Source: an optimization exercise on an open RTL-to-GDS flow (aim: small area). Production flows keep margins and buffers that such runs may drop.
In this exercise RTL edits were held to simulation tests only and were not proved equivalent to the original.

==> flow/design.v (outline; a module is shown in full before it is edited, if it fits) <==
// module algorithm_core: 1704 lines
// module algorithm_top: 21 lines
module algorithm_top (
  input  logic        clk,
  input  logic        rst_n,
  input  logic        s_valid,
  output logic        s_ready,
  input  logic [11:0] s_data,
  output logic        m_valid,
  input  logic        m_ready,
  output logic [15:0] m_data
);
  // ...
==> flow/flow/run.sh <==
#!/bin/bash
# Own layout flow: the standard synthesis, then a netlist clean-up (flow/netopt.py:
# history-register input muxes as a22o cells, fewer inverters around full adders),
# then the standard layout steps with a leaner clock tree.
set -euo pipefail
HERE=$(pwd)
R=$HERE/orfs/results/sky130hd/algorithm_top/base
CTS="CTS_ARGS=-sink_clustering_enable -repair_clock_nets -dont_use_dummy_load -sink_clustering_size 16 -sink_clustering_max_diameter 60 -buf_list sky130_fd_sc_hd__clkbuf_8 -root_buf sky130_fd_sc_hd__clkbuf_16"
bash standard.sh synth > synth_std.log 2>&1
cp $R/1_2_yosys.v $HERE/1_2_yosys.std.v
python3 flow/netopt.py $HERE/1_2_yosys.std.v $R/1_2_yosys.v > netopt.log 2>&1
rm -f $R/1_synth.odb $R/1_synth.sdc
bash standard.sh synth > synth_odb.log 2>&1
bash standard.sh "$CTS" "BUFFER_PORTS_ARGS=-buffer_cell sky130_fd_sc_hd__buf_1" finish > layout.log 2>&1
==> flow/standard.sh <==
#!/bin/bash
# synth_recipe.tcl (not shown) runs the flow's synth.tcl, then flattens the netlist and writes it again
# the make line also repeats each setting of config.mk as NAME=value (left out here)
make -C /OpenROAD-flow-scripts/flow DESIGN_CONFIG=/design/flow/config.mk WORK_HOME=/design/flow/orfs CLKGATE_MAP_FILE= SYNTH_SCRIPT=/design/flow/synth_recipe.tcl "${@:-finish}"
==> flow/config.mk <==
export PLATFORM = sky130hd
export DESIGN_NAME = algorithm_top
export DESIGN_NICKNAME = algorithm_top
export VERILOG_FILES = /design/flow/design.v
export SDC_FILE = /design/flow/constraint.sdc
export NUM_CORES = 4
export LEC_CHECK = 0
export CAP_MARGIN = 20
export CORE_MARGIN = 2
export CORE_UTILIZATION = 40
export GPL_TIMING_DRIVEN = 0
export SLEW_MARGIN = 20
==> flow/constraint.sdc <==
create_clock -name core_clock -period 6.0 [get_ports {clk}]
set_input_delay 1.2000 -clock core_clock [delete_from_list [all_inputs] [get_ports {clk}]]
set_output_delay 1.2000 -clock core_clock [all_outputs]
set_load 0.01 [all_outputs]
Not shown: flow/flow/netopt.py
==> flow_results.org, run 1 <==
** Run status
- Status :: no timing/DRC/antenna violations

** STA
- In the finished design, the share of the clock period the worst path needs comes to 0.982.
- The final hold violation count came to 0.
- For the final routed database, the setup TNS stands at 0 ps.
- Headroom to the max-slew limit came out at 0.257.
- Setup violation total in the final timing report :: 0
- Final critical path time including I/O delays and setup :: 5890 ps

** Critical path
- The worst setup path is captured at a flop.
- The worst register-to-register path has a depth of 10.
- Grouping stages by cell kind, the critical path spends the most delay in adder cells.
- STA puts the critical path data arrival time at 6290 ps.
- Of all nets on the critical path, the largest fanout is 6.
- The critical path is of the flop to flop type.

** Final layout
- Total inserted antenna cells :: 0
- NonClk Buf Share :: 0.0130
- Utilization after layout :: 0.433
- Registers take 4610 um2.
- Post-synthesis to final-layout area growth :: 6.47%
- Leaving out the clock tree, the finished layout contains an inverter count of 80.

** Clock network
- The number of gates resized after CTS was 1.
- Inserted Clock Buffers :: 26

** Drt
- Met3 Wirelength :: 7520 um
- In this run the remaining antenna-violating nets after routing total 0.
- The highest layer touched by signal routing is met4.
- Detail-routed via count per cell :: 5.96

** Placement
- Detailed placement ended at an HPWL of 62,200 um.
- RD Place Congestion :: 1.05
- Counting tap cells, the placed design contains a total of 2,064 instances.

** GRT
- First-pass GRT wire length :: 111,000 um
- Number of antenna violations at the first check in global routing :: 0
- GRT Resource Usage Total :: 0.288

** Hold path
- In this run the worst hold path is classified as input pin to async pin.

** Floorplan
- Tap Cells :: 696
==> inputs of run 2 (changes only) <==
--- a/flow/flow/netopt.py
+++ b/flow/flow/netopt.py
@@ -124,4 +124,6 @@
     out = []
     for t, n, p in keep:
+        if BUF.match(t) and p.get('X') in PORTS_OUT:
+            t = 'sky130_fd_sc_hd__buf_1'   # port buffers of their own come later
         out.append([t, n, {k: (v if k in OUTPINS else r(v)) for k, v in p.items()}])
     print(f"netopt: removed {len(alias)} buffers", file=sys.stderr)
==> run 2 against run 1 <==
Against the previous run: maximum frequency is 0.80% lower; cell area is 0.11% higher; count of clock-buffer cells in the layout is 1 higher; utilization hardly changed; sequential share of layout area hardly changed; critical path type unchanged; largest cell class unchanged.
==> flow_results.org, run 2 <==
** Run status
- Status :: no timing/DRC/antenna violations

** Floorplan
- Effective utilization at floorplan :: 0.406
- Die X-Extent :: 238 um
- After floorplanning, the core was divided into 85 placement rows.
- Floorplan die area :: 56,700 um2
- Measured along the y axis, the die boundary spans 238 um.
- 34 I/O pins were placed.
- After floorplanning, the core was sized to cover 54,000 um2.

** Hold path
- Classification of the worst-slack hold path :: input pin to async pin

** Final layout
- Proportion of layout cells with a drive suffix above 1 :: 0.0392
- Post-synthesis to final-layout area growth :: 6.83%
- # fillers :: 4,838
- The total inserted antenna cells was 0 (unchanged).
- In the final design database the tool counted 2,178 nets.
- The library cell used most frequently in the layout, excluding fill and tap cells, is sky130_fd_sc_hd__fa_1.
- Utilization after layout :: 0.434 (+0.000487)
- Leading cell types in the layout, fill and taps excluded :: sky130_fd_sc_hd__fa_1 (729), sky130_fd_sc_hd__dfxtp_1 (217), sky130_fd_sc_hd__a22o_1 (180), sky130_fd_sc_hd__inv_1 (79), sky130_fd_sc_hd__buf_1 (62)
- Cell area after layout :: 23,400 um2

** Yosys
- For this run, the number of Yosys warnings is 1.
- Synthesis produced a netlist with a net count of 2,110.
- Avg Cell Area, Syn :: 16.4 um2
- Post-synthesis instance area :: 21,900 um2
- Counting every instance in the synthesized netlist gives 1,337.

** STA
- FMAX :: 168 MHz
- The final period demand of the worst path is 5940 ps (+47.3 ps).
- Setup slack of the critical path after layout :: 62.3 ps
- Max-slew violations :: 0
- Setup clock skew after layout :: 62.9 ps
- The sum of negative setup slack was 0 ps (unchanged).
- Worst slew pin tran :: 1080 ps
- Setup violation total in the final timing report :: 0 (unchanged)
- Post-route fraction of the period consumed by the critical path :: 0.990 (+0.00789)
- The final hold violation count came to 0 (unchanged).
- Unrepaired setup endpoints after global routing :: no
- Slew HR :: 0.280 (+0.0228)

** Drt
- Average wire per cell in the routed design :: 36.3 um
- Initial drt markers :: 1,370
- Wire length on met2 :: 35,100 um
- Remaining design rule violation count :: 0
- The routed design has 76,100 um of wire.
- For this block, the via count after detailed routing is 12,500.
- Detail-routed via count per cell :: 5.96 (about the same)
- Antenna Nets Post-Route :: 0 (unchanged)
- After detailed routing, the wire length on met1 is 28,700 um.
- Pre-antenna DRT Iters :: 5
- The met3 wire length came to 7260 um (-3.5%).
- The highest layer touched by signal routing is met4.

** Critical path
- Category of the worst setup path capture point :: flop
- Critical path required time :: 6400 ps
- The arrival time at the worst endpoint is 6330 ps (+40 ps).
- The cell count of the worst reg-to-reg path was 10 (unchanged).
- Startpoint Class :: flop
- The critical path is of the flop to flop type.
- The biggest fanout along the worst timing path came to 8 (+2).

** Placement
- In this run the cell area measured after placement is 22,900 um2.
- DP HPWL :: 62,000 um (-0.44%)
- Port Buffer Count :: 31
- RD Place Congestion :: 1.05 (+0.43%)
- Timing analysis after detailed placement gives a worst setup slack of 63.3 ps.

** GRT
- The aggregate global-route resource usage is 0.284 (-0.00313).
- The global-route wire length before repair came to 109,000 um (-1.2%).
- Number of antenna violations at the first check in global routing :: 0 (unchanged)
- Largest net degree at the start of global routing :: 33
- Remaining global-route overflow :: 0
- The number of global-route vias before repair was 14,500.

** Clock network
- The total clock buffers created by CTS came to 27 (+3.8%).
- The clock net in this run drives a total of 229 sinks.
- Clock insertion delay at the later pin of the skew report :: 550 ps
- Root Buffer Master :: sky130_fd_sc_hd__clkbuf_16
- In this run the number of H-tree levels came out at 1.
- TritonCTS clock tree :: yes
- The longest clock path from root to sink contains 3 buffers.
- Clock-pin slew was measured on the worst setup and hold paths at 80 ps.

** Run
- Total of max-cap violations :: 0
[run 2: critical path, stage by stage (launching register included)]
cell,delay [ps]
sky130_fd_sc_hd__dfxtp_1,1010
sky130_fd_sc_hd__fa_1,600
sky130_fd_sc_hd__fa_1,490
sky130_fd_sc_hd__fa_1,410
sky130_fd_sc_hd__fa_1,480
sky130_fd_sc_hd__fa_1,460
sky130_fd_sc_hd__fa_1,530
sky130_fd_sc_hd__fa_1,440
sky130_fd_sc_hd__fa_1,470
sky130_fd_sc_hd__fa_1,430
sky130_fd_sc_hd__fa_1,470
[run 2: timing repair]
item | CTS | global route
hold buffers | 0 | 0
resized for setup | 3 | 11
setup endpoints to repair | 3 | 5
setup buffers | 1 | 5
[run 2: area by class of cell]
class	instances	area, um2	share of cell area
sequential	229	4610	0.197
buffer	31	116	0.00497
inverter	80	304	0.0130
clock buffer	27	405	0.0173
timing repair buffer	39	184	0.00785
multi-input combinational	997	16900	0.723
tap	696	871	0.0372
[run 2: worst paths after layout]
kind,startpoint,endpoint,slack (ps)
max,u_core.h13[9],u_core.s1297_q,60
min,rst_n,u_core.v1_q,480
max reg2reg,u_core.h13[9],u_core.s1297_q,60
min reg2reg,u_core.h15[2],u_core.h15[2],560
max in group asynchronous,rst_n,u_core.clr_q,5290
min in group core_clock,u_core.h15[2],u_core.h15[2],560
[run 2: layer usage]
metal / up-vias / GRT usage
met5: - / 0
met4: 0 / 0.151
met3: 249 / 0.0672
met2: 790 / 0.441
met1: 6978 / 0.374
li1: 4493 / -
[run 2: stage by stage]
| step | hold WS [ps] | instances |
|---|---|---|
| floorplan | 504 | 1337 |
| global placement | 528 | 2064 |
| detailed placement | 541 | 2064 |
| finish | 483 | 2099 |
| global route | 482 | 2099 |
| CTS | 456 | 2092 |
==> inputs of run 3 (changes only) <==
--- a/flow/flow/run.sh
+++ b/flow/flow/run.sh
@@ -6,5 +6,5 @@
 HERE=$(pwd)
 R=$HERE/orfs/results/sky130hd/algorithm_top/base
-CTS="CTS_ARGS=-sink_clustering_enable -repair_clock_nets -dont_use_dummy_load -sink_clustering_size 16 -sink_clustering_max_diameter 60 -buf_list sky130_fd_sc_hd__clkbuf_8 -root_buf sky130_fd_sc_hd__clkbuf_16"
+CTS="CTS_ARGS=-sink_clustering_enable -repair_clock_nets -dont_use_dummy_load -sink_clustering_size 20 -sink_clustering_max_diameter 60 -buf_list sky130_fd_sc_hd__clkbuf_8 -root_buf sky130_fd_sc_hd__clkbuf_16"
 bash standard.sh synth > synth_std.log 2>&1
 cp $R/1_2_yosys.v $HERE/1_2_yosys.std.v
==> run 3 against run 2 <==
Against the previous run: clock skew increased by 15 ps; wire length is 0.27% higher; sequential cell count unchanged; non-clock buffer count shrank 2; critical path depth did not move; utilization shrank 0.11 points; via count increased by 0.17%; first-iteration DRC count increased by 0.15%; sequential share of layout area rose by 0.086 points.
==> flow_results.org, run 3 <==
** Run status
- The flow ran to the end and the layout has no timing, DRC or antenna violations.

** Yosys
- Syn Inst Count :: 1,337 (unchanged)
- Post-synthesis instance area :: 21,900 um2 (unchanged)
- The number of warning messages in the yosys log was 1 (unchanged).
- The synthesized net count came to 2,110 (unchanged).
- The mean instance size in the synthesized netlist came to 16.4 um2 (unchanged).

** Clock network
- Root Buffer Master :: sky130_fd_sc_hd__clkbuf_16
- The total clock buffers created by CTS was 24 (-11%).
- The depth of the CTS H-tree was 1 (unchanged).
- TritonCTS clock tree :: yes
- Post-cts hold buffer count :: 0 (unchanged)
- The source-to-sink clock delay at the later pin of the worst-skew pair is 560 ps (about the same).
- The clock input transition at the sequential cells of the worst setup and hold paths is 120 ps (+40 ps).
- The buffer depth of the longest clock path is 3 (unchanged).
- The TritonCTS sink count came to 229 (unchanged).

** Critical path
- The endpoint identified for the worst register-to-register timing path is u_core.s863_q.
- Maximum fanout count along the critical path :: 8 (unchanged)
- Startpoint of the worst setup timing path :: u_core.h13[7]
- The cell count of the worst reg-to-reg path was 10 (unchanged).
- The worst setup slack for register-to-register paths was 90 ps (+20 ps).
- The endpoint required time on the critical path came to 6410 ps (about the same).
- By startpoint and endpoint, the worst setup path is classified as flop to flop.
- Startpoint Class :: flop
- Worst EP arrival :: 6330 ps (about the same)
- In this run the critical register-to-register path is launched from u_core.h13[7].
- STA classifies the critical path endpoint as a flop.

** STA
- Post-route fraction of the period consumed by the critical path :: 0.986 (-0.00392)
- The sum of negative setup slack is 0 ps (unchanged).
- The final-report setup violation count was 0 (unchanged).
- The final period demand of the worst path was 5910 ps (-23.5 ps).
- The count of pins over their slew limit is 0 (unchanged).
- Slew HR :: 0.254 (-0.0263)
- FMAX :: 169 MHz (+0.40%)
- The setup clock skew after layout is 78.3 ps (+15.5 ps).
- Final hold violation count :: 0 (unchanged)
- The transition at the pin with the smallest max-transition slack is 1120 ps (+39.3 ps).
- Unrepaired setup endpoints after global routing :: no

** Final layout
- The area occupied by registers came to 4620 um2 (+0.19%).
- The fraction of final layout cells with drive strength greater than 1 was 0.0393 (+0.000140).
- The number of inserted filler cells in the final layout is 4,841 (+0.062%).
- In the layout the commonest cells are sky130_fd_sc_hd__fa_1 (730), sky130_fd_sc_hd__dfxtp_1 (210), sky130_fd_sc_hd__a22o_1 (180), sky130_fd_sc_hd__inv_1 (79), sky130_fd_sc_hd__buf_1 (62).
- Fin nets :: 2,173 (-0.23%)
- Multi-input gate area in the final layout :: 16,900 um2 (about the same)
- Post-synthesis to final-layout area growth :: 6.57%
- Total inserted antenna cells :: 0 (unchanged)
- Cell area after layout :: 23,400 um2 (-0.25%)
- Most frequent standard cell in the layout excluding fill and tap cells :: sky130_fd_sc_hd__fa_1

** Run
- The max-cap check violation count is 0 (unchanged).

** Floorplan
- Effective utilization at floorplan :: 0.406 (unchanged)
- IO Count :: 34 (unchanged)
- Core Rows :: 85 (unchanged)
- The chip width came to 238 um (unchanged).
- The placeable core area was 54,000 um2 (unchanged).
- Y dimension of the die :: 238 um (unchanged)
- The area enclosed by the die boundary is 56,700 um2 (unchanged).

** Drt
- The via count came to 12,500 (+0.17%).
- The routed length per instance came to 36.5 um (+0.51%).
- Routed wire length :: 76,300 um (+0.27%)
- Remaining design rule violation count :: 0 (unchanged)
- The number of iterations in the first detailed-routing pass was 6 (+1).
- The vias per cell is 5.98 (+0.41%).
- Initial drt markers :: 1,372 (+0.15%)
- Antenna Nets Post-Route :: 0 (unchanged)

** GRT
- Largest net degree at the start of global routing :: 33 (unchanged)
- The global routing met2 resource utilization was 0.445 (+0.00389).
- Number of global-route vias before repair :: 14,700 (+1.2%)
- GRT busiest layer :: met2
- The aggregate global-route resource usage was 0.285 (+0.000738).
- GR Layer Usage met1 :: 0.377 (+0.00241)
- Remaining global-route overflow :: 0 (unchanged)
- Number of antenna violations at the first check in global routing :: 0 (unchanged)
- The global-route wire length before repair is 110,000 um (+0.49%).
- The fraction of met3 tracks used by global routing is 0.0684 (+0.00116).

** Placement
- Port Buffer Count :: 31 (unchanged)
- DP HPWL :: 62,200 um (+0.40%)
- RD Place Congestion :: 0.998 (-5.1%)
- Area post-placement :: 22,900 um2 (about the same)

** Hold path
- Classification of the worst-slack hold path :: input pin to async pin
run 3: per-stage QoR:
step                instances  worst slack, ps  hold WS [ps]  utilization
detailed placement       2065             66.3           536        0.424
global placement         2064             88.9           526        0.424
CTS                      2090             50.7           469        0.432
global route             2094             9.61           498        0.433
finish                   2094             85.8           494        0.433
floorplan                1337              849           504            -
run 3: worst max-delay path by stage:
| stage | to | slack [ps] | cells after the start |
|---|---|---|---|
| 5_1_grt | u_core.s1297_q | 10 | 10 |
| 6_report | u_core.s863_q | 90 | 10 |
| 4_1_cts | m_data[13] | 50 | 14 |
| 3_5_place_dp | u_core.s863_q | 70 | 11 |
| 3_3_place_gp | u_core.s863_q | 90 | 11 |
| 2_1_floorplan | u_core.s1297_q | 850 | 10 |
run 3: area by class of cell:
class / instances / area share
multi-input cells: 997 / 0.724
flip-flops and latches: 229 / 0.198
well taps: 696 / 0.0373
clock buffers: 24 / 0.0156
inverters: 80 / 0.0130
repair buffers: 37 / 0.00707
plain buffers: 31 / 0.00498
run 3: what timing repair did:
item	in CTS	in global routing
setup buffers	1	4
resized for setup	2	17
setup endpoints to repair	3	9
pin swaps	0	0
run 3: layer usage:
metal	vias up	routed length, um
met1	7007	28200
met4	0	4750
met2	801	35300
li1	4466	-
met5	-	0
met3	257	8100
run 3: critical path, stage by stage, from the launching register on:
cell	delay, ps
sky130_fd_sc_hd__dfxtp_1	1080
sky130_fd_sc_hd__fa_1	580
sky130_fd_sc_hd__fa_1	510
sky130_fd_sc_hd__fa_1	430
sky130_fd_sc_hd__fa_1	400
sky130_fd_sc_hd__fa_1	490
sky130_fd_sc_hd__fa_1	430
sky130_fd_sc_hd__fa_1	490
sky130_fd_sc_hd__fa_1	450
sky130_fd_sc_hd__fa_1	440
sky130_fd_sc_hd__fa_1	450
==> inputs of run 4 (changes only) <==
--- a/flow/flow/run.sh
+++ b/flow/flow/run.sh
@@ -6,5 +6,5 @@
 HERE=$(pwd)
 R=$HERE/orfs/results/sky130hd/algorithm_top/base
-CTS="CTS_ARGS=-sink_clustering_enable -repair_clock_nets -dont_use_dummy_load -sink_clustering_size 20 -sink_clustering_max_diameter 60 -buf_list sky130_fd_sc_hd__clkbuf_8 -root_buf sky130_fd_sc_hd__clkbuf_16"
+CTS="CTS_ARGS=-sink_clustering_enable -repair_clock_nets -dont_use_dummy_load -sink_clustering_size 16 -sink_clustering_max_diameter 60 -buf_list sky130_fd_sc_hd__clkbuf_8 -root_buf sky130_fd_sc_hd__clkbuf_16"
 bash standard.sh synth > synth_std.log 2>&1
 cp $R/1_2_yosys.v $HERE/1_2_yosys.std.v
--- a/flow/flow/netopt.py
+++ b/flow/flow/netopt.py
@@ -123,8 +123,24 @@
         return net
     out = []
-    for t, n, p in keep:
+    # buffers between an internal cell output and an output port: drive the port
+    # net from the cell itself (placement adds its own port buffers)
+    drv = {}
+    for ci, (t, n, p) in enumerate(keep):
+        for k, v in p.items():
+            if k in OUTPINS: drv[v] = ci
+    rename = {}
+    portbufs = []
+    for ci, (t, n, p) in enumerate(keep):
         if BUF.match(t) and p.get('X') in PORTS_OUT:
-            t = 'sky130_fd_sc_hd__buf_1'   # port buffers of their own come later
-        out.append([t, n, {k: (v if k in OUTPINS else r(v)) for k, v in p.items()}])
+            a_ = r(p['A'])
+            if a_ in drv and a_ not in PORTS_OUT and a_ not in rename and not keep[drv[a_]][1].startswith('_hm_') \
+                    and not FLOP.match(keep[drv[a_]][0]) and 'conb' not in keep[drv[a_]][0]:
+                rename[a_] = p['X']; portbufs.append(ci); continue
+    for ci, (t, n, p) in enumerate(keep):
+        if ci in portbufs: continue
+        if BUF.match(t) and p.get('X') in PORTS_OUT:
+            t = 'sky130_fd_sc_hd__buf_1'
+        out.append([t, n, {k: rename.get(v if k in OUTPINS else r(v), v if k in OUTPINS else r(v)) for k, v in p.items()}])
+    print(f"netopt: {len(portbufs)} output-port buffers removed", file=sys.stderr)
     print(f"netopt: removed {len(alias)} buffers", file=sys.stderr)
     return out
==> run 4 against run 3 <==
Against the previous run: count of clock-buffer cells in the layout grew 1; non-clock buffer count shrank 12; cell area shrank 0.21%.
==> flow_results.org, run 4 <==
** Run status
- Status :: no timing/DRC/antenna violations

** Drt
- The via count came to 12,500 (-0.29%).
- Antenna Nets Post-Route :: 0 (unchanged)
- The routed length per instance was 36.3 um (-0.53%).
- The overall routed net length came to 75,500 um (-1.0%).
- The number of iterations in the first detailed-routing pass came to 5 (-1).
- The number of remaining DRC errors came to 0 (unchanged).
- Initial drt markers :: 1,339 (-2.4%)
- The vias per cell is 6.00 (+0.24%).

** STA
- The transition at the pin with the smallest max-transition slack was 1170 ps (+53.6 ps).
- The share of the clock period used by the worst path is 0.983 (-0.00264).
- Setup violation total in the final timing report :: 0 (unchanged)
- Setup repair after global routing left no endpoint under its margin.
- The final hold violation count is 0 (unchanged).
- Slew HR :: 0.216 (-0.0376)
- Setup clock skew after layout :: 70.0 ps (-8.31 ps)
- The final critical-path setup slack was 102 ps (+15.9 ps).
- The maximum clock frequency is 170 MHz (+0.27%).
- The count of pins over their slew limit was 0 (unchanged).
- Setup TNS :: 0 ps (unchanged)
- The final period demand of the worst path was 5900 ps (-15.9 ps).

** Clock network
- Maximum clock insertion buffer count :: 3 (unchanged)
- The depth of the CTS H-tree was 1 (unchanged).
- Root Buffer Master :: sky130_fd_sc_hd__clkbuf_16
- The clock input transition at the sequential cells of the worst setup and hold paths came to 100 ps (-20 ps).
- The total clock buffers created by CTS was 25 (+4.2%).
- The TritonCTS sink count came to 229 (unchanged).
- TritonCTS built the clock tree.
- Clock insertion delay at the later pin of the skew report :: 560 ps (about the same)

** Critical path
- Worst R2R Path Depth :: 10 (unchanged)
- STA classifies the critical path startpoint as a flop.
- Reg2reg start :: u_core.h13[9]
- Setup CP Type :: flop to flop
- The arrival time at the worst endpoint came to 6310 ps (-20 ps).
- The critical path starts at u_core.h13[9].
- Category of the worst setup path capture point :: flop
- Worst R2R End :: u_core.s1297_q
- The critical path ends at u_core.s1297_q.
- Maximum fanout count along the critical path :: 8 (unchanged)
- The endpoint required time on the critical path is 6410 ps (about the same).
- The worst setup slack for register-to-register paths is 100 ps (+20 ps).

** GRT
- Remaining global-route overflow :: 0 (unchanged)
- The number of antenna violations at the first check in global routing came to 0 (unchanged).
- The number of global-route vias before repair came to 14,800 (+0.84%).
- Largest net degree at the start of global routing :: 33 (unchanged)
- The aggregate global-route resource usage came to 0.284 (-0.00123).
- The global-route wire length before repair came to 109,000 um (-0.31%).

** Final layout
- The number of inserted filler cells in the final layout was 4,804 (-0.76%).
- The fraction of final layout cells with drive strength greater than 1 was 0.0324 (-0.00690).
- The library cell used most frequently in the layout, excluding fill and tap cells, is sky130_fd_sc_hd__fa_1.
- Leading cell types in the layout, fill and taps excluded :: sky130_fd_sc_hd__fa_1 (731), sky130_fd_sc_hd__dfxtp_1 (220), sky130_fd_sc_hd__a22o_1 (180), sky130_fd_sc_hd__inv_1 (79), sky130_fd_sc_hd__buf_1 (51)
- Cell area after layout :: 23,300 um2 (-0.21%)
- The synthesis-to-layout area growth is 6.54% (about the same).
- Total inserted antenna cells :: 0 (unchanged)
- Fin nets :: 2,162 (-0.51%)

** Placement
- The routability congestion estimate from global placement is 1.03 (+3.7%).
- Port Buffer Count :: 31 (unchanged)
- The placement-stage cell area is 22,900 um2 (-0.23%).
- Setup WS pre-CTS :: 54.3 ps (-12.0 ps)
- The half-perimeter wire length of the detailed placement result came to 62,000 um (-0.41%).

** Run
- Total of max-cap violations :: 0 (unchanged)

** Floorplan
- The placeable core area came to 53,900 um2 (-0.20%).
- Core Rows :: 85 (unchanged)
- Effective utilization at floorplan :: 0.406 (about the same)
- The area enclosed by the die boundary came to 56,600 um2 (-0.18%).
- IO Count :: 34 (unchanged)
- The chip width is 238 um (about the same).
- The height of the die came to 238 um (about the same).

** Yosys
- Avg Cell Area, Syn :: 16.5 um2 (+0.64%)
- Yosys warns :: 1 (unchanged)
- The total standard cell area after synthesis came to 21,900 um2 (-0.19%).
- Net count of the mapped netlist :: 2,099 (-0.52%)
- Syn Inst Count :: 1,326 (-0.82%)

** Hold path
- Classification of the worst-slack hold path :: input pin to async pin
-- run 4: area by class of cell --
class,count,area [um2],share of cell area
multi-input cells,997,16900,0.726
flip-flops and latches,229,4610,0.198
well taps,696,871,0.0373
clock buffers,25,378,0.0162
inverters,80,304,0.0130
repair buffers,36,154,0.00660
plain buffers,20,75.1,0.00322
-- run 4: how the worst min path moves through the flow --
stage / start / end / slack [ps] / cells after the start
global placement: u_core.h15[2] / u_core.h15[2] / 530 / 1
floorplan: u_core.h15[4] / u_core.h15[4] / 500 / 1
global route: rst_n / u_core.v1_q / 470 / 1
detailed placement: u_core.h15[4] / u_core.h15[4] / 550 / 1
CTS: rst_n / u_core.v1_q / 460 / 1
finish: rst_n / u_core.v1_q / 470 / 1
-- run 4: per-layer routing --
layer  global-route usage  vias to the layer above  share of wire
li1                     -                     4444              -
met1                0.366                     7006           0.37
met2                0.440                      790           0.46
met3               0.0750                      255           0.10
met4                0.155                        0          0.069
met5                    0                        -              0
-- run 4: worst max-delay path, cell delays in order, from the launching register on --
cell and delay (ps):
sky130_fd_sc_hd__dfxtp_1 950, sky130_fd_sc_hd__fa_1 600, sky130_fd_sc_hd__fa_1 510, sky130_fd_sc_hd__fa_1 410, sky130_fd_sc_hd__fa_1 480, sky130_fd_sc_hd__fa_1 460
sky130_fd_sc_hd__fa_1 480, sky130_fd_sc_hd__fa_1 470, sky130_fd_sc_hd__fa_1 500, sky130_fd_sc_hd__fa_1 420, sky130_fd_sc_hd__fa_1 460
-- run 4: repair_timing --
action                     in CTS  in global routing
hold buffers                    0                  0
setup endpoints to repair       3                  8
setup buffers                   1                  4
gates resized for setup         2                  7
-- run 4: through the flow --
stage | hold slack [ps] | utilization | cells
2_1_floorplan | 504 | - | 1326
3_3_place_gp | 533 | 0.424 | 2053
3_5_place_dp | 550 | 0.424 | 2053
4_1_cts | 456 | 0.432 | 2079
5_1_grt | 470 | 0.432 | 2083
6_report | 475 | 0.432 | 2083
==> inputs of run 5 (changes only) <==
--- a/flow/config.mk
+++ b/flow/config.mk
@@ -8,5 +8,5 @@
 export CAP_MARGIN = 20
 export CORE_MARGIN = 2
-export CORE_UTILIZATION = 40
+export CORE_UTILIZATION = 70
 export GPL_TIMING_DRIVEN = 0
 export SLEW_MARGIN = 20
==> run 5 against run 4 <==
Against the previous run: cell count decreased by 14%; synthesized area unchanged; non-clock buffer count unchanged.
==> flow_results.org, run 5 <==
** Clock network
- Inserted Clock Buffers :: 24 (-4.0%)
- The depth of the CTS H-tree came to 1 (unchanged).
- Total number of clock tree sinks :: 229 (unchanged)
- Root Buffer Master :: sky130_fd_sc_hd__clkbuf_16
- Clock insertion delay at the later pin of the skew report :: 540 ps (-20 ps)
- Register clock-pin slew on the reported worst setup and hold paths :: 90 ps (about the same)
- Maximum clock insertion buffer count :: 3 (unchanged)
- TritonCTS built the clock tree.

** Critical path
- Instance count on the critical path :: 11 (+1)
- Maximum fanout count along the critical path :: 8 (unchanged)
- Among cell families on the critical path, the largest total delay comes from adder cells.
- The cell count of the worst reg-to-reg path is 11 (+1).
- Critical path required time :: 6380 ps (-30 ps)
- CP cell instances :: fa_1, fa_1, fa_1, fa_1, fa_1, fa_1, fa_1, fa_1, fa_1, inv_1, fa_1
- Startpoint Class :: flop
- CP max-delay cell :: sky130_fd_sc_hd__dfxtp_1
- The number of buffers and inverters on the critical path came to 1 (+1).
- The worst setup path is captured at a flop.
- Slowest Stage Delay on Critical Path :: 930 ps (-20 ps)
- The arrival time at the worst endpoint is 6300 ps (about the same).
- Cell repeated most along the worst path :: sky130_fd_sc_hd__fa_1
- Setup CP Type :: flop to flop

** GRT
- Number of global-route vias before repair :: 15,000 (+1.7%)
- The global route total overflow was 0 (unchanged).
- Number of antenna violations at the first check in global routing :: 1 (+1)
- The global-route wire length before repair was 106,000 um (-3.2%).
- GRT Resource Usage Total :: 0.481 (+0.197)
- Largest net degree at the start of global routing :: 33 (unchanged)

** Placement
- The routability congestion estimate from global placement is 1.07 (+3.8%).
- The count of port buffers added during placement came to 31 (unchanged).
- The half-perimeter wire length of the detailed placement result was 60,300 um (-2.8%).
- Placed Cells incl. Taps :: 1,753 (-15%)

** Yosys
- Syn Inst Count :: 1,326 (unchanged)
- Yosys warns :: 1 (unchanged)
- Net count of the mapped netlist :: 2,099 (unchanged)
- The mean instance size in the synthesized netlist was 16.5 um2 (unchanged).
- Post-synthesis instance area :: 21,900 um2 (unchanged)

** Drt
- Vias post-DR :: 13,000 (+3.7%)
- Initial drt markers :: 1,561 (+17%)
- Remaining design rule violation count :: 0 (unchanged)
- The vias per cell came to 7.27 (+21%).
- The met2 layer wire length in the routed design was 32,700 um (-5.1%).
- The routed length on met1 was 22,200 um (-21%).
- The number of iterations in the first detailed-routing pass is 7 (+2).
- The overall routed net length is 72,700 um (-3.7%).
- Antenna Nets Post-Route :: 0 (unchanged)
- Met3 Wirelength :: 10,700 um (+38%)
- The routed length per instance is 40.8 um (+12%).
- Uppermost metal layer occupied by signal nets :: met4

** Final layout
- The final layout net count came to 2,161 (-0.046%).
- The area growth from synthesis to layout is 4.78%.
- The final instance count without filler cells was 1,783 (-14%).
- Proportion of layout cells with a drive suffix above 1 :: 0.0281 (-0.00431)
- The area occupied by registers is 4600 um2 (-0.11%).
- The library cell used most frequently in the layout, excluding fill and tap cells, is sky130_fd_sc_hd__fa_1.
- # fillers :: 1,901 (-60%)
- Multi-input gate area in the final layout :: 16,900 um2 (about the same)
- In the layout the commonest cells are sky130_fd_sc_hd__fa_1 (731), sky130_fd_sc_hd__dfxtp_1 (224), sky130_fd_sc_hd__a22o_1 (180), sky130_fd_sc_hd__inv_1 (79), sky130_fd_sc_hd__buf_1 (51).

** Floorplan
- Floorplan die area :: 32,700 um2 (-42%)
- Y dimension of the die :: 181 um (-24%)
- Total core area :: 30,700 um2 (-43%)
- The chip width was 181 um (-24%).
- The top-level port count was 34 (unchanged).
- The starting utilization of the core area came to 0.714 (+0.308).
- Core Rows :: 64 (-25%)

** STA
- The final hold violation count is 0 (unchanged).
- The final period demand of the worst path came to 5920 ps (+19.1 ps).
- The count of pins over their slew limit is 0 (unchanged).
- Post-route fraction of the period consumed by the critical path :: 0.986 (+0.00318)
- Setup repair after global routing left no endpoint under its margin.
- Setup TNS :: 0 ps (unchanged)
- Worst slew pin tran :: 1090 ps (-79.5 ps)
- The maximum clock frequency came to 169 MHz (-0.32%).
- The setup clock skew after layout came to 89.6 ps (+19.6 ps).
- The final-report setup violation count came to 0 (unchanged).
- Slew HR :: 0.271 (+0.0549)

** Hold path
- The path class of the tightest hold or removal check is input pin to async pin.

** Run status
- The run finished with no timing, DRC or antenna violations.

** Run
- Total of max-cap violations :: 0 (unchanged)
run 5: cell types whose count changed in the layout (fill, tap and decap cells not counted), sizes merged:
cell / change
diode: +1
clkbuf: -1
run 5: path summary, 6_finish.rpt:
path,endpoint,startpoint,slack (ps)
min in group core_clock,u_core.h15[0],u_core.h15[0],570
max reg2reg,u_core.s1065_q,u_core.h13[9],80
max in group asynchronous,u_core.clr_q,rst_n,5330
max,u_core.s1065_q,u_core.h13[9],80
min reg2reg,u_core.h15[0],u_core.h15[0],570
min,u_core.v1_q,rst_n,440
run 5: layout make-up:
class | instances | area share
timing repair buffer | 36 | 0.00671
buffer | 20 | 0.00327
multi-input combinational | 997 | 0.738
clock buffer | 24 | 0.0159
antenna | 1 | 0.000109
tap | 396 | 0.0216
inverter | 80 | 0.0133
sequential | 229 | 0.201
run 5: worst reg2reg max path, cell delays in order (launching register included):
cell	delay, ps
sky130_fd_sc_hd__dfxtp_1	930
sky130_fd_sc_hd__fa_1	580
sky130_fd_sc_hd__fa_1	530
sky130_fd_sc_hd__fa_1	550
sky130_fd_sc_hd__fa_1	400
sky130_fd_sc_hd__fa_1	440
sky130_fd_sc_hd__fa_1	410
sky130_fd_sc_hd__fa_1	470
sky130_fd_sc_hd__fa_1	410
sky130_fd_sc_hd__fa_1	510
sky130_fd_sc_hd__inv_1	50
sky130_fd_sc_hd__fa_1	470
run 5: repair_timing:
action,4_1_cts,5_1_grt
hold buffers,0,0
buffers inserted,0,5
setup endpoints to repair,3,5
resized for setup,2,4
run 5: stage by stage:
stage,util,setup slack [ps],hold slack [ps],instance area (um2)
global placement,0.734,111,523,22500
finish,0.748,82.6,444,22900
detailed placement,0.734,134,545,22500
CTS,0.746,50.4,441,22900
floorplan,-,849,504,21900
global route,0.748,1.79,454,22900
run 5: per-layer routing:
metal	track usage	vias up
met5	0	-
met4	0.327	0
met3	0.196	402
met2	0.708	1178
met1	0.591	6936
li1	-	4442
==> inputs of run 6 (changes only) <==
--- a/flow/config.mk
+++ b/flow/config.mk
@@ -8,5 +8,5 @@
 export CAP_MARGIN = 20
 export CORE_MARGIN = 2
-export CORE_UTILIZATION = 70
+export CORE_UTILIZATION = 60
 export GPL_TIMING_DRIVEN = 0
 export SLEW_MARGIN = 20
==> run 6 against run 5 <==
Against the previous run: still clean; via count down 3.1%; cell area up 0.23%; first-iteration DRC count is 20% lower; worst hold slack gained 1.3 ps; global-route usage fell by 6.5 points; sequential cell count is the same; non-clock buffer count decreased by 4; count of clock-buffer cells in the layout did not move; register-to-register slack improved by 30 ps; maximum frequency is 0.44% higher; cell count is 3.4% higher; critical path depth shrank 1; critical endpoint is now u_core.s863_q; highest routed layer unchanged.
==> flow_results.org, run 6 <==
** Floorplan
- Total core area :: 35,700 um2 (+17%)
- The area enclosed by the die boundary came to 38,000 um2 (+16%).
- Core Rows :: 69 (+7.8%)
- The height of the die was 195 um (+7.8%).
- Effective utilization at floorplan :: 0.612 (-0.101)
- The chip width came to 195 um (+7.8%).
- IO Count :: 34 (unchanged)

** Clock network
- The source-to-sink clock delay at the later pin of the worst-skew pair came to 530 ps (about the same).
- Register clock-pin slew on the reported worst setup and hold paths :: 90 ps (about the same)
- Maximum clock insertion buffer count :: 3 (unchanged)
- The count of hold buffers inserted by post-cts repair was 0 (unchanged).
- Root Buffer Master :: sky130_fd_sc_hd__clkbuf_16
- The depth of the CTS H-tree came to 1 (unchanged).
- Inserted Clock Buffers :: 24 (unchanged)
- TritonCTS clock tree :: yes
- Total number of clock tree sinks :: 229 (unchanged)

** Drt
- Detail-routed via count per cell :: 6.81 (-6.3%)
- Remaining design rule violation count :: 0 (unchanged)
- The routed length per instance was 39.9 um (-2.1%).
- The overall routed net length is 73,600 um (+1.3%).
- The via count was 12,600 (-3.1%).
- Pre-antenna DRT Iters :: 5 (-2)
- Antenna Nets Post-Route :: 0 (unchanged)
- Initial drt markers :: 1,243 (-20%)

** STA
- The count of pins over their slew limit was 0 (unchanged).
- Setup repair after global routing left no endpoint under its margin.
- Setup TNS :: 0 ps (unchanged)
- Worst slew pin tran :: 1040 ps (-50.4 ps)
- Post-route fraction of the period consumed by the critical path :: 0.982 (-0.00429)
- Tightest hold margin :: 445 ps (+1.30 ps)
- The maximum clock frequency was 170 MHz (+0.44%).
- The worst relative slew slack was 0.305 (+0.0336).
- Final hold violation count :: 0 (unchanged)
- Setup clock skew after layout :: 62.2 ps (-27.4 ps)
- Final critical path time including I/O delays and setup :: 5890 ps (-25.7 ps)
- Setup slack of the critical path after layout :: 108 ps (+25.7 ps)
- The final-report setup violation count came to 0 (unchanged).

** Critical path
- Category of the worst setup path capture point :: flop
- Worst EP arrival :: 6290 ps (about the same)
- CP cell instances :: fa_1, fa_1, fa_1, fa_1, fa_1, fa_1, fa_1, fa_1, fa_1, fa_1
- Setup CP Type :: flop to flop
- Startpoint Class :: flop
- Worst path bufs/invs :: 0 (-1)
- The endpoint required time on the critical path was 6400 ps (+20 ps).
- CP max-delay cell :: sky130_fd_sc_hd__dfxtp_1
- Instance count on the critical path :: 10 (-1)
- The critical path's largest stage delay was 980 ps (+50 ps).
- Maximum fanout count along the critical path :: 8 (unchanged)
- Cell repeated most along the worst path :: sky130_fd_sc_hd__fa_1
- The cell count of the worst reg-to-reg path came to 10 (-1).
- Cell class contributing the biggest share of worst-path delay :: adder cells

** GRT
- The number of antenna violations at the first check in global routing is 1 (unchanged).
- The pin count of the biggest net entering global routing came to 18 (-45%).
- First-pass GRT wire length :: 106,000 um (about the same)
- The aggregate global-route resource usage is 0.416 (-0.0649).
- The global route total overflow came to 0 (unchanged).
- The number of global-route vias before repair is 14,600 (-2.9%).

** Yosys
- The total standard cell area after synthesis is 21,900 um2 (unchanged).
- Syn Inst Count :: 1,326 (unchanged)
- Net count of the mapped netlist :: 2,099 (unchanged)
- Avg Cell Area, Syn :: 16.5 um2 (unchanged)
- The number of warning messages in the yosys log is 1 (unchanged).

** Run
- The max-cap check violation count was 0 (unchanged).

** Run status
- The run finished with no timing, DRC or antenna violations.

** Placement
- RD Place Congestion :: 1.02 (-5.1%)
- DP HPWL :: 61,000 um (+1.2%)
- Port Buffer Count :: 31 (unchanged)
- The setup slack at placement came to 85.1 ps (-48.6 ps).
- The number of cells in the design after placement was 1,819 (+3.8%).

** Final layout
- The final layout net count was 2,157 (-0.19%).
- Leading cell types in the layout, fill and taps excluded :: sky130_fd_sc_hd__fa_1 (731), sky130_fd_sc_hd__dfxtp_1 (221), sky130_fd_sc_hd__a22o_1 (180), sky130_fd_sc_hd__inv_1 (79), sky130_fd_sc_hd__buf_1 (51)
- Post-synthesis to final-layout area growth :: 5.02%
- The fraction of final layout cells with drive strength greater than 1 is 0.0268 (-0.00137).
- Most frequent standard cell in the layout excluding fill and tap cells :: sky130_fd_sc_hd__fa_1
- The number of inserted filler cells in the final layout came to 2,652 (+40%).
- Utilization after layout :: 0.643 (-0.105)
- The final instance count without filler cells is 1,844 (+3.4%).

** Hold path
- The min-delay analysis places its worst path in the category input pin to async pin.
[run 6: what timing repair did]
item / 4_1_cts / 5_1_grt
gates cloned: 0 / 0
gates resized for setup: 1 / 7
endpoints found under the setup margin: 1 / 8
setup buffers: 0 / 0
[run 6: final timing paths]
path / start / endpoint / slack [ps]
hold reg to reg: u_core.h15[0] / u_core.h15[0] / 550
min in group core_clock: u_core.h15[0] / u_core.h15[0] / 550
setup reg to reg: u_core.h13[6] / u_core.s863_q / 110
max in group asynchronous: rst_n / u_core.clr_q / 5330
setup / recovery: u_core.h13[6] / u_core.s863_q / 110
hold / removal: rst_n / u_core.v0_q / 450
[run 6: area by class of cell]
class	instances	area, um2	share of cell area
Timing Repair Buffer	32	131	0.00572
Sequential cell	229	4610	0.200
Tap cell	461	577	0.0251
Buffer	20	75.1	0.00327
Antenna cell	1	2.50	0.000109
Inverter	80	304	0.0132
Multi-Input combinational cell	997	16900	0.736
Clock buffer	24	364	0.0158
[run 6: through the flow]
stage / area (um2)
after floorplan: 21900
after global placement: 22600
final: 23000
after detailed placement: 22600
after CTS: 23000
after global routing: 23000
[run 6: worst register-to-register path: cells and delay by family, from the launching register on]
family                   cells  cell delay, ps
flip-flops                   1             980
adder cells (fa/ha/maj)     10            4780
[run 6: metal layers]
layer / global-route usage / vias to the layer above / share of wire
li1: - / 4443 / -
met1: 0.536 / 6955 / 0.35
met2: 0.633 / 865 / 0.46
met3: 0.117 / 291 / 0.11
met4: 0.265 / 0 / 0.082
met5: 0 / - / 0
==> inputs of run 7 (changes only) <==
--- a/flow/flow/netopt.py
+++ b/flow/flow/netopt.py
@@ -42,4 +42,5 @@
 
 HMUX = True
+HM_GROUP = 2
 FLOP = re.compile(r'sky130_fd_sc_hd__(dfxtp|dfrtp|dfstp|edfxtp|dfxbp|dfrbp|dfsbp|sdf\w*|df\w*)_\d+$')
 
@@ -73,5 +74,5 @@
     # one load/hold control pair per register stage (12 loads each) instead of two
     # nets with 180 loads that placement would have to buffer
-    for i in range(1, 16):
+    for i in range(1, 16, HM_GROUP):
         if v0q is not None:
             # shift one cycle after acceptance: load = v0, hold = ~(v0 | clr)
@@ -83,6 +84,7 @@
     for (i, j), ci in hq.items():
         d = f"_hm_d_{i}_{j}_"
+        gi = HM_GROUP * ((i - 1) // HM_GROUP) + 1
         new[ci][2] = dict(new[ci][2]); new[ci][2]['D'] = d
-        new.append(['sky130_fd_sc_hd__a22o_1', f"_hm_m_{i}_{j}_", {'A1': f'_hm_ld{i}_n_', 'A2': qn[(i - 1, j)], 'B1': f'_hm_hld{i}_n_', 'B2': qn[(i, j)], 'X': d}])
+        new.append(['sky130_fd_sc_hd__a22o_1', f"_hm_m_{i}_{j}_", {'A1': f'_hm_ld{gi}_n_', 'A2': qn[(i - 1, j)], 'B1': f'_hm_hld{gi}_n_', 'B2': qn[(i, j)], 'X': d}])
     # dead-code elimination of combinational cells
     ports = PORTS_OUT
==> run 7 against run 6 <==
Against the previous run: still clean; die area shrank 0.24%; critical path depth rose by 1; register-to-register slack about the same; sequential share of layout area decreased by 0.060 points; wire length is 1.7% higher; count of clock-buffer cells in the layout down 1; clock skew is 21 ps higher; critical endpoint is now u_core.s1297_q.
==> flow_results.org, run 7 <==
** Run status
- Status :: no timing/DRC/antenna violations

** Critical path
- The critical path's largest stage delay is 860 ps (-120 ps).
- Worst path bufs/invs :: 1 (+1)
- The number of cells on the critical path was 11 (+1).
- Worst R2R Path Depth :: 11 (+1)
- Cell class contributing the biggest share of worst-path delay :: adder cells
- The worst setup path is launched from a flop.
- Maximum fanout count along the critical path :: 8 (unchanged)
- CP max-delay cell :: sky130_fd_sc_hd__dfxtp_1
- Setup CP Type :: flop to flop
- The critical path goes through fa_1, fa_1, fa_1, fa_1, fa_1, fa_1, fa_1, inv_1, fa_1, fa_1, fa_1.
- The worst setup path is captured at a flop.
- The endpoint required time on the critical path came to 6380 ps (-20 ps).
- Cell repeated most along the worst path :: sky130_fd_sc_hd__fa_1
- The arrival time at the worst endpoint came to 6290 ps (about the same).

** GRT
- First-pass GRT wire length :: 107,000 um (+1.0%)
- Number of global-route vias before repair :: 14,500 (-0.69%)
- The global route total overflow came to 0 (unchanged).
- The pin count of the biggest net entering global routing was 25 (+7).
- The number of antenna violations at the first check in global routing is 0 (-1).
- The aggregate global-route resource usage was 0.424 (+0.00803).

** Final layout
- Post-synthesis to final-layout area growth :: 5.73%
- # fillers :: 2,700 (+1.8%)
- Total inserted antenna cells :: 0 (-1)
- Utilization after layout :: 0.646 (+0.00280)
- The total area of multi-input combinational cells came to 16,900 um2 (about the same).
- Leading cell types in the layout, fill and taps excluded :: sky130_fd_sc_hd__fa_1 (731), sky130_fd_sc_hd__dfxtp_1 (216), sky130_fd_sc_hd__a22o_1 (180), sky130_fd_sc_hd__inv_1 (79), sky130_fd_sc_hd__buf_1 (37)
- Fin nets :: 2,150 (-0.32%)
- The area occupied by registers was 4610 um2 (+0.14%).
- Most frequent standard cell in the layout excluding fill and tap cells :: sky130_fd_sc_hd__fa_1
- Count of placed standard cells in the final layout, fillers left out :: 1,836 (-0.43%)
- Proportion of layout cells with a drive suffix above 1 :: 0.0458 (+0.0190)

** STA
- The sum of negative setup slack was 0 ps (unchanged).
- Unrepaired setup endpoints after global routing :: no
- Final hold violation count :: 0 (unchanged)
- The worst relative slew slack came to 0.329 (+0.0246).
- The final period demand of the worst path is 5900 ps (+11.4 ps).
- The final-report setup violation count was 0 (unchanged).
- Worst slew pin tran :: 1000 ps (-36.8 ps)
- Post-route fraction of the period consumed by the critical path :: 0.984 (+0.00190)
- Setup slack of the critical path after layout :: 96.9 ps (-11.4 ps)
- The maximum clock frequency was 169 MHz (-0.19%).
- Setup clock skew after layout :: 83.2 ps (+21.0 ps)
- Max-slew violations :: 0 (unchanged)

** Drt
- Remaining design rule violation count :: 0 (unchanged)
- The number of iterations in the first detailed-routing pass was 5 (unchanged).
- Average wire per cell in the routed design :: 40.8 um (+2.1%)
- The overall routed net length came to 74,900 um (+1.7%).
- Detail-routed via count per cell :: 6.84 (+0.44%)
- The final antenna-violating net count came to 0 (unchanged).
- The via count is 12,600 (+0.0080%).
- Initial drt markers :: 1,244 (+0.080%)

** Placement
- The setup slack at placement is 35.7 ps (-49.4 ps).
- DP HPWL :: 61,300 um (+0.56%)
- Placed Cells incl. Taps :: 1,811 (-0.44%)
- The routability congestion estimate from global placement is 1.08 (+5.8%).
- Port Buffer Count :: 31 (unchanged)

** Clock network
- The source-to-sink clock delay at the later pin of the worst-skew pair came to 540 ps (about the same).
- The root buffer cell chosen for the clock tree is sky130_fd_sc_hd__clkbuf_16.
- The buffer depth of the longest clock path came to 3 (unchanged).
- Inserted Clock Buffers :: 23 (-4.2%)
- The count of hold buffers inserted by post-cts repair came to 0 (unchanged).
- The TritonCTS sink count is 229 (unchanged).
- TritonCTS built the clock tree.
- The depth of the CTS H-tree came to 1 (unchanged).
- The clock input transition at the sequential cells of the worst setup and hold paths is 100 ps (about the same).

** Floorplan
- Total core area :: 35,700 um2 (unchanged)
- The area enclosed by the die boundary was 37,900 um2 (-0.24%).
- The top-level port count is 34 (unchanged).
- Y dimension of the die :: 195 um (-0.12%)
- Die X-Extent :: 195 um (-0.12%)
- The total number of placement rows is 69 (unchanged).
- Effective utilization at floorplan :: 0.611 (-0.00147)

** Run
- Total of max-cap violations :: 0 (unchanged)

** Yosys
- The number of warning messages in the yosys log came to 1 (unchanged).
- The synthesized net count is 2,085 (-0.67%).
- The total standard cell area after synthesis was 21,800 um2 (-0.24%).
- The post-synthesis cell count came to 1,312 (-1.1%).
- The mean instance size in the synthesized netlist came to 16.6 um2 (+0.82%).

** Hold path
- The min-delay analysis places its worst path in the category input pin to async pin.
[run 7: changes by cell type in the layout (fill, tap and decap cells not counted), moves of 3 or more]
cell                       previous run  this run
sky130_fd_sc_hd__buf_1               51        37
sky130_fd_sc_hd__nor2_1              20         6
sky130_fd_sc_hd__clkbuf_2             0         5
sky130_fd_sc_hd__dfxtp_1            221       216
sky130_fd_sc_hd__dfxtp_2              5        10
sky130_fd_sc_hd__nor2_2               1         6
sky130_fd_sc_hd__buf_8                1         4
[run 7: cell type report]
| cell class | count | share of cell area |
|---|---|---|
| Multi-Input combinational cell | 990 | 0.733 |
| Clock buffer | 23 | 0.0152 |
| Buffer | 13 | 0.00249 |
| Tap cell | 461 | 0.0250 |
| Timing Repair Buffer | 40 | 0.0112 |
| Inverter | 80 | 0.0132 |
| Sequential cell | 229 | 0.200 |
[run 7: repair_timing]
item / CTS / global route
gates resized for setup: 1 / 12
setup endpoints to repair: 1 / 11
gates cloned: 0 / 0
setup buffers: 0 / 2
[run 7: final timing paths]
kind,slack [ps],end,startpoint
setup / recovery,100,u_core.s1297_q,u_core.h4[8]
hold / removal,460,u_core.v0_q,rst_n
setup reg to reg,100,u_core.s1297_q,u_core.h4[8]
hold reg to reg,560,u_core.h15[2],u_core.h15[2]
max in group asynchronous,5320,u_core.clr_q,rst_n
min in group core_clock,560,u_core.h15[2],u_core.h15[2]
[run 7: per-layer routing]
layer,vias up,track usage,routed length (um)
li1,4414,-,-
met1,7060,0.568,27000
met2,826,0.638,34100
met3,255,0.113,8080
met4,0,0.247,5680
met5,-,0,0
[run 7: worst reg2reg max path, stage by stage, from the launching register on]
cell and delay (ps):
sky130_fd_sc_hd__dfxtp_1 860, sky130_fd_sc_hd__fa_1 570, sky130_fd_sc_hd__fa_1 480, sky130_fd_sc_hd__fa_1 550, sky130_fd_sc_hd__fa_1 420, sky130_fd_sc_hd__fa_1 460
sky130_fd_sc_hd__fa_1 440, sky130_fd_sc_hd__fa_1 560, sky130_fd_sc_hd__inv_1 80, sky130_fd_sc_hd__fa_1 450, sky130_fd_sc_hd__fa_1 400, sky130_fd_sc_hd__fa_1 520
[run 7: through the flow]
stage / hold WS [ps] / cell area (um2)
detailed placement: 541 / 22700
global placement: 529 / 22500
finish: 458 / 23100
global route: 459 / 23100
CTS: 451 / 23000
floorplan: 504 / 21800

[what the ideal ports hide]
How much do the figures lean on ideal ports? The routed layouts below were timed once more, with nothing changed but the port constraints.
Step 1 sets driving cells, clkbuf_16 on the clock port and buf_2 on the other inputs (assumed; they add their load-dependent delay and slew).
Step 2 times the ports against the registers' clock, not the clock port: input delays grow and output delays shrink by t, the midpoint of the rising clock arrivals with the driver on.
Three values: ideal, step 1, step 2; two values: the first two.
run | shift t [ns] | slack for setup (ns) | latest minus earliest clock arrival (ns) | slew at the worst register clock pin (ns) | worst slew at a driven data input, ns
run 1 | 0.572 | 0.110 / 0.110 / 0.110 | 0.070 / 0.069 | 0.10 / 0.10 | 0.03
run 2 | 0.580 | 0.062 / 0.062 / 0.062 | 0.068 / 0.069 | 0.11 / 0.11 | 0.03
run 3 | 0.574 | 0.086 / 0.086 / 0.086 | 0.079 / 0.079 | 0.12 / 0.12 | 0.03
run 4 | 0.569 | 0.102 / 0.102 / 0.102 | 0.087 / 0.088 | 0.11 / 0.11 | 0.03
run 5 | 0.555 | 0.083 / 0.083 / 0.083 | 0.091 / 0.091 | 0.10 / 0.10 | 0.03
run 6 | 0.557 | 0.108 / 0.108 / 0.108 | 0.068 / 0.068 | 0.10 / 0.10 | 0.03
run 7 | 0.556 | 0.097 / 0.097 / 0.097 | 0.087 / 0.087 | 0.10 / 0.10 | 0.03
After both steps setup and hold are still met in every run listed.
